From an optimization exercise on the open Yosys and OpenROAD flow, aimed at small area, a short achievable clock period and few clock cycles; shortcuts taken in it are not production practice. Where RTL was checked, it was by simulation tests only, not by an equivalence proof against the original. Power and IR drop assume default switching activity.

== rev 12 ==
Design cpu20, start of the top module:
module cpu20 (
    input             clk,
    input             reset,
    output     [11:0] imem_addr,
    input      [19:0] imem_data,
    output     [10:0] dmem_addr,
    output     [19:0] dmem_wdata,
    output reg        dmem_we,
    input      [19:0] dmem_rdata,
    output reg        halted
);
    wire        misp;         
    wire [11:0] pc_f;
    wire [19:0] instr  = imem_data;
    wire [4:0]  opcode = instr[19:15];
    wire f_rtype = (opcode <= 5'd4);
    wire f_itype = (opcode >= 5'd5) && (opcode <= 5'd9);
    wire f_ld    = (opcode == 5'd10);
    wire f_st    = (opcode == 5'd11);
    wire f_jump  = (opcode == 5'd12);
    wire f_br    = (opcode >= 5'd13) && (opcode <= 5'd17);
    wire f_same  = (instr[14:11] == instr[10:7]);
    reg [4:0] f_aluop;
    always @(*) begin
        case (opcode)
            5'd0, 5'd5: f_aluop = 5'b00001;
            5'd1, 5'd8: f_aluop = 5'b00010;
            5'd2, 5'd6: f_aluop = 5'b00100;
            5'd3, 5'd7: f_aluop = 5'b01000;
            5'd4, 5'd9: f_aluop = 5'b10000;
            default:    f_aluop = 5'b00000;
        endcase
    end
    reg [2:0] f_cond;
    always @(*) begin
        case (opcode)
            5'd13:   f_cond = 3'b001;    
  ...
==> flow/config.mk <==
export PLATFORM = sky130hd
export DESIGN_NAME = cpu20
export DESIGN_NICKNAME = cpu20
export VERILOG_FILES = /design/flow/design.v
export SDC_FILE = /design/flow/constraint.sdc
export NUM_CORES = 4
export LEC_CHECK = 0
export CAP_MARGIN = 20
export CORE_MARGIN = 2
export CORE_UTILIZATION = 40
export CTS_BUF_LIST = sky130_fd_sc_hd__clkbuf_4 sky130_fd_sc_hd__clkbuf_8
export PLACE_DENSITY = 0.6
export SLEW_MARGIN = 20
export SYNTH_HIERARCHICAL = 1
==> flow/constraint.sdc <==
create_clock -name core_clock -period 10.0 [get_ports {clk}]
set_input_delay 2.0000 -clock core_clock [delete_from_list [all_inputs] [get_ports {clk}]]
set_output_delay 2.0000 -clock core_clock [all_outputs]
set_load 0.01 [all_outputs]
standard.sh (not shown) runs the stock make flow with config.mk's settings and CLKGATE_MAP_FILE= SYNTH_SCRIPT=/design/flow/synth_recipe.tcl, a recipe that flattens the netlist after the stock synthesis.
==> flow/flow/run.sh <==
#!/bin/bash
# Standard synthesis, then the standard layout with repair_timing aiming for
# extra setup slack (a tighter internal target than the 10 ns clock), sizing
# not limited to same-footprint cells, and port buffers of a fixed type.
set -euo pipefail
MARGIN=$(cat flow/margin.txt)
PORTBUF=$(cat flow/portbuf.txt)
bash standard.sh synth > synth.log 2>&1
bash standard.sh SETUP_SLACK_MARGIN=$MARGIN MATCH_CELL_FOOTPRINT=0 \
  "BUFFER_PORTS_ARGS=-buffer_cell $PORTBUF" finish > layout.log 2>&1
==> flow/flow/margin.txt <==
6.8
==> flow/flow/portbuf.txt <==
sky130_fd_sc_hd__buf_2
Testbench counts of rev 12, summed over its fixed seeds: cycles 76,271.
Changes in rev 13 relative to rev 12:
==> flow/flow/margin.txt <==
6.9
Results
Compare rev 13 and rev 12 | number of stages on the worst setup path lower: rev 13. Comparing rev 13 and rev 12, the lower post-route standard cell area excluding fillers is on rev 12. Higher data arrival time of the critical path among rev 13 and rev 12: rev 12. Largest fanout on the critical path | rev 13 below rev 12. As of rev 13, area taken by multi-input logic gates had risen by a few percent compared to rev 12. Compared with rev 12, rev 13 shows total power after layout higher by 4.0%. Diff rev 12 -> rev 13: proportion of power drawn by the clock network decreased by 0.5 points relative to the old numbers; final core area utilization increased by 1.6 points relative to the old numbers. Of the two values seen for capturing instance or port of the critical path, dmem_we was produced by rev 13 and dmem_addr[0] by rev 12. Looking at register share of the cell area, rev 13 sits 1.5 points below rev 12.

---

## run 1
The RTL this note starts from:
==> flow/design.v <==
module ALU (
    input      [19:0] input1,
    input      [19:0] input2,
    input      [4:0]  op,
    output reg [19:0] aluOutput
);
    wire [19:0] sum  = input1 + (op[1] ? ~input2 : input2) + {19'b0, op[1]};
    wire [19:0] shl  = input1 << input2[4:0];
    always @(*) begin
        aluOutput = ({20{op[0] | op[1]}} & sum)
                  | ({20{op[2]}} & (input1 | input2))
                  | ({20{op[3]}} & ~(input1 & input2))
                  | ({20{op[4]}} & shl);
    end
endmodule
module RegisterFile (
    input             clock,
    input             writeEnable,
    input      [3:0]  writeRegister,
    input      [19:0] WriteData,
    input      [3:0]  ReadRegister1,
    input      [3:0]  ReadRegister2,
    output     [19:0] ReadData1,
    output     [19:0] ReadData2
);
    reg [19:0] r0, r1, r2, r3, r4, r5, r6, r7,
               r8, r9, r10, r11, r12, r13, r14, r15;
    always @(posedge clock) begin
        if (writeEnable) begin
            case (writeRegister)
                4'd0:  r0  <= WriteData;
                4'd1:  r1  <= WriteData;
                4'd2:  r2  <= WriteData;
                4'd3:  r3  <= WriteData;
                4'd4:  r4  <= WriteData;
                4'd5:  r5  <= WriteData;
                4'd6:  r6  <= WriteData;
                4'd7:  r7  <= WriteData;
                4'd8:  r8  <= WriteData;
                4'd9:  r9  <= WriteData;
                4'd10: r10 <= WriteData;
                4'd11: r11 <= WriteData;
                4'd12: r12 <= WriteData;
                4'd13: r13 <= WriteData;
                4'd14: r14 <= WriteData;
                default: r15 <= WriteData;
            endcase
        end
    end
    function [19:0] sel;
        input [3:0] a;
        begin
            case (a)
                4'd0:  sel = r0;
                4'd1:  sel = r1;
                4'd2:  sel = r2;
                4'd3:  sel = r3;
                4'd4:  sel = r4;
                4'd5:  sel = r5;
                4'd6:  sel = r6;
                4'd7:  sel = r7;
                4'd8:  sel = r8;
                4'd9:  sel = r9;
                4'd10: sel = r10;
                4'd11: sel = r11;
                4'd12: sel = r12;
                4'd13: sel = r13;
                4'd14: sel = r14;
                default: sel = r15;
            endcase
        end
    endfunction
    assign ReadData1 = sel(ReadRegister1);
    assign ReadData2 = sel(ReadRegister2);
endmodule
module ProgramCounter (
    input             clock,
    input             reset,
    input             mispredict,
    input      [11:0] recoverAddress,
    input             redirect,
    input      [11:0] redirectAddress,
    output reg [11:0] pcOut
);
    always @(posedge clock or posedge reset) begin
        if (reset)
            pcOut <= 12'b0;
        else if (mispredict)
            pcOut <= recoverAddress;
        else if (redirect)
            pcOut <= redirectAddress;
        else
            pcOut <= pcOut + 12'd1;
    end
endmodule
module cpu20 (
    input             clk,
    input             reset,
    output     [11:0] imem_addr,
    input      [19:0] imem_data,
    output reg [10:0] dmem_addr,
    output     [19:0] dmem_wdata,
    output reg        dmem_we,
    input      [19:0] dmem_rdata,
    output reg        halted
);
    wire        misp;         
    wire [11:0] pc_f;
    wire [19:0] instr  = imem_data;
    wire [4:0]  opcode = instr[19:15];
    wire f_rtype = (opcode <= 5'd4);
    wire f_itype = (opcode >= 5'd5) && (opcode <= 5'd9);
    wire f_ld    = (opcode == 5'd10);
    wire f_st    = (opcode == 5'd11);
    wire f_jump  = (opcode == 5'd12);
    wire f_br    = (opcode >= 5'd13) && (opcode <= 5'd17);
    wire f_pred  = f_br & instr[6];             
    reg [4:0] f_aluop;
    always @(*) begin
        case (opcode)
            5'd0, 5'd5: f_aluop = 5'b00001;
            5'd1, 5'd8: f_aluop = 5'b00010;
            5'd2, 5'd6: f_aluop = 5'b00100;
            5'd3, 5'd7: f_aluop = 5'b01000;
            5'd4, 5'd9: f_aluop = 5'b10000;
            default:    f_aluop = 5'b00000;
        endcase
    end
    reg [2:0] f_cond;
    always @(*) begin
        case (opcode)
            5'd13:   f_cond = 3'b001;    
            5'd14:   f_cond = 3'b010;    
            5'd15:   f_cond = 3'b100;    
            5'd16:   f_cond = 3'b011;    
            5'd17:   f_cond = 3'b101;    
            default: f_cond = 3'b000;
        endcase
    end
    wire [2:0] f_mcond = f_pred ? ~f_cond : f_cond;
    wire [3:0] f_rs1 = (f_st | f_br) ? instr[14:11] : instr[10:7];
    wire [3:0] f_rs2 = (f_st | f_br) ? instr[10:7]  : instr[6:3];
    wire       f_halt = f_jump && (instr[10:0] == pc_f[10:0]) && !pc_f[11];
    wire [11:0] f_imm12 = {{5{instr[6]}}, instr[6:0]};
    wire [11:0] redirect_address = f_jump ? {1'b0, instr[10:0]} : pc_f + f_imm12;
    reg [3:0]  r_rs1, r_rs2, r_rd;
    reg [6:0]  r_imm;
    reg        r_useimm, r_ld, r_pred;
    reg [4:0]  r_aluop;
    reg        r_wen, r_st, r_halt;      
    reg [2:0]  r_mcond;
    always @(posedge clk or posedge reset) begin
        if (reset) begin
            r_wen   <= 1'b0;
            r_st    <= 1'b0;
            r_halt  <= 1'b0;
            r_mcond <= 3'b000;
        end else begin
            r_wen   <= (f_rtype | f_itype | f_ld) & ~misp;
            r_st    <= f_st & ~misp;
            r_halt  <= f_halt & ~misp;
            r_mcond <= f_mcond & {3{~misp}};
        end
    end
    always @(posedge clk) begin
        r_rs1    <= f_rs1;
        r_rs2    <= f_rs2;
        r_rd     <= instr[14:11];
        r_imm    <= instr[6:0];
        r_useimm <= f_itype;
        r_ld     <= f_ld;
        r_pred   <= f_pred;
        r_aluop  <= f_aluop;
    end
    wire [19:0] rdata1, rdata2;
    reg  [19:0] x_a, x_b;
    reg  [3:0]  x_rd;
    reg  [4:0]  x_aluop;
    reg         x_ld;
    reg         x_wen;
    reg  [2:0]  x_mcond;
    reg  [11:0] x_alt;
    wire [19:0] x_res;
    wire        fwd1 = x_wen && (x_rd == r_rs1);
    wire        fwd2 = x_wen && (x_rd == r_rs2);
    wire [19:0] r_imm20 = {{13{r_imm[6]}}, r_imm};
    wire [11:0] r_alt = r_pred ? pc_f - r_imm20[11:0] + 12'd1
                               : pc_f + r_imm20[11:0] - 12'd1;
    always @(posedge clk or posedge reset) begin
        if (reset) begin
            x_wen   <= 1'b0;
            x_mcond <= 3'b000;
            dmem_we <= 1'b0;
            halted  <= 1'b0;
        end else begin
            x_wen   <= r_wen & ~misp;
            x_mcond <= r_mcond & {3{~misp}};
            dmem_we <= r_st & ~misp;
            if (r_halt & ~misp)
                halted <= 1'b1;
        end
    end
    always @(posedge clk) begin
        x_a       <= fwd1 ? x_res : rdata1;
        x_b       <= r_useimm ? r_imm20 : (fwd2 ? x_res : rdata2);
        x_rd      <= r_rd;
        x_aluop   <= r_aluop;
        x_ld      <= r_ld;
        x_alt     <= r_alt;
        dmem_addr <= {(r_st ? r_rs2 : r_rs1), r_imm};
    end
    wire [19:0] alu_out;
    ALU alu (
        .input1(x_a),
        .input2(x_b),
        .op(x_aluop),
        .aluOutput(alu_out)
    );
    assign x_res = x_ld ? dmem_rdata : alu_out;
    RegisterFile rf (
        .clock(clk),
        .writeEnable(x_wen),
        .writeRegister(x_rd),
        .WriteData(x_res),
        .ReadRegister1(r_rs1),
        .ReadRegister2(r_rs2),
        .ReadData1(rdata1),
        .ReadData2(rdata2)
    );
    wire equal   = (x_a == x_b);
    wire lower   = ($signed(x_a) < $signed(x_b));
    wire greater = ~equal & ~lower;
    assign misp  = (x_mcond[0] & equal) | (x_mcond[1] & lower) | (x_mcond[2] & greater);
    ProgramCounter pcu (
        .clock(clk),
        .reset(reset),
        .mispredict(misp),
        .recoverAddress(x_alt),
        .redirect(f_jump | f_pred),
        .redirectAddress(redirect_address),
        .pcOut(pc_f)
    );
    assign imem_addr  = pc_f;
    assign dmem_wdata = x_a;
endmodule
==> flow/config.mk <==
export PLATFORM = sky130hd
export DESIGN_NAME = cpu20
export DESIGN_NICKNAME = cpu20
export VERILOG_FILES = /design/flow/design.v
export SDC_FILE = /design/flow/constraint.sdc
export NUM_CORES = 4
export LEC_CHECK = 0
export CAP_MARGIN = 20
export CORE_MARGIN = 2
export CORE_UTILIZATION = 40
export PLACE_DENSITY = 0.6
export SLEW_MARGIN = 20
==> flow/constraint.sdc <==
create_clock -name core_clock -period 10.0 [get_ports {clk}]
set_input_delay 2.0000 -clock core_clock [delete_from_list [all_inputs] [get_ports {clk}]]
set_output_delay 2.0000 -clock core_clock [all_outputs]
set_load 0.01 [all_outputs]
==> flow/flow/run.sh <==
#!/bin/bash
# Standard synthesis, then the standard layout with repair_timing aiming for
# extra setup slack (a tighter internal target than the 10 ns clock).
set -euo pipefail
MARGIN=$(cat flow/margin.txt)
bash standard.sh synth > synth.log 2>&1
bash standard.sh SETUP_SLACK_MARGIN=$MARGIN finish > layout.log 2>&1
==> flow/flow/margin.txt <==
6
Run 1 reached the final stage; the timing, DRC and antenna checks on its layout passed.
Edits applied to the flow inputs when going from run 1 to run 2:
==> flow/flow/margin.txt <==
6.5
==> notes.md <==
Run 2 | stages: all done | timing, DRC, antenna: all pass
Run 2 vs run 1, slack of the critical path went up by 0.49 ns.
Run 2 against run 1: count of nets after finishing went up 1.6%, logic gate share of total power increased 2.7 points, area growth from synthesis to layout saw an increase, sequential cell area increased 85 um2.
The worst stage delay on the critical path number comes out lower for run 2 vs run 1.
Max average wire per cell in the routed design across run 1 and run 2: run 2
Delta (run 2 minus run 1): wire length of the first global-routing pass went up, number of post-CTS setup repair buffers went up.
Input changes introduced in run 3 (baseline for comparison: run 2):
==> flow/flow/margin.txt <==
7
Results
- When run 3 is measured against run 2, its placer's final routability congestion estimate turns out about 1% lower.
- Of the two values seen for capturing instance or port of the critical path, pcu.pcOut[11] was produced by run 2 and rf.r11[19] by run 3.
- Compared run 3 vs run 2, and maximum VDD drop is down in run 3.
- Run 2 has lower combinational power share than run 3.
- Run 2 and run 3 ended up with roughly the same final worst hold slack.
No functional check of the RTL was part of any run of this note.

==> what the ideal ports hide <==
How much do the figures lean on ideal ports? The routed layouts below were timed once more, with nothing changed but the port constraints.
Step 1 assumes that a clkbuf_16 drives the clock port and a buf_2 every other input.
Step 2 times the ports against the registers' clock, not the clock port: input delays grow and output delays shrink by t, the midpoint of the rising clock arrivals with the driver on.
a / b / c = no drivers / after step 1 / after step 2; a / b = the first two.
| run | t, ns | setup WS [ns] | latest minus earliest clock arrival (ns) |
|---|---|---|---|
| rev 12 | 0.686 | 6.741 / 6.685 / 6.268 | 0.032 / 0.032 |
| rev 13 | 0.687 | 6.758 / 6.708 / 6.273 | 0.032 / 0.032 |
| run 1 | 0.651 | 5.953 / 5.982 / 5.331 | 0.028 / 0.029 |
| run 2 | 0.653 | 6.444 / 6.471 / 5.818 | 0.034 / 0.033 |
| run 3 | 0.655 | 6.524 / 6.524 / 5.958 | 0.043 / 0.043 |
After both steps setup and hold are still met in every run listed. The setup slack of run 2, which loses most, moves by +0.027 ns with the drivers and by -0.626 ns with both steps.
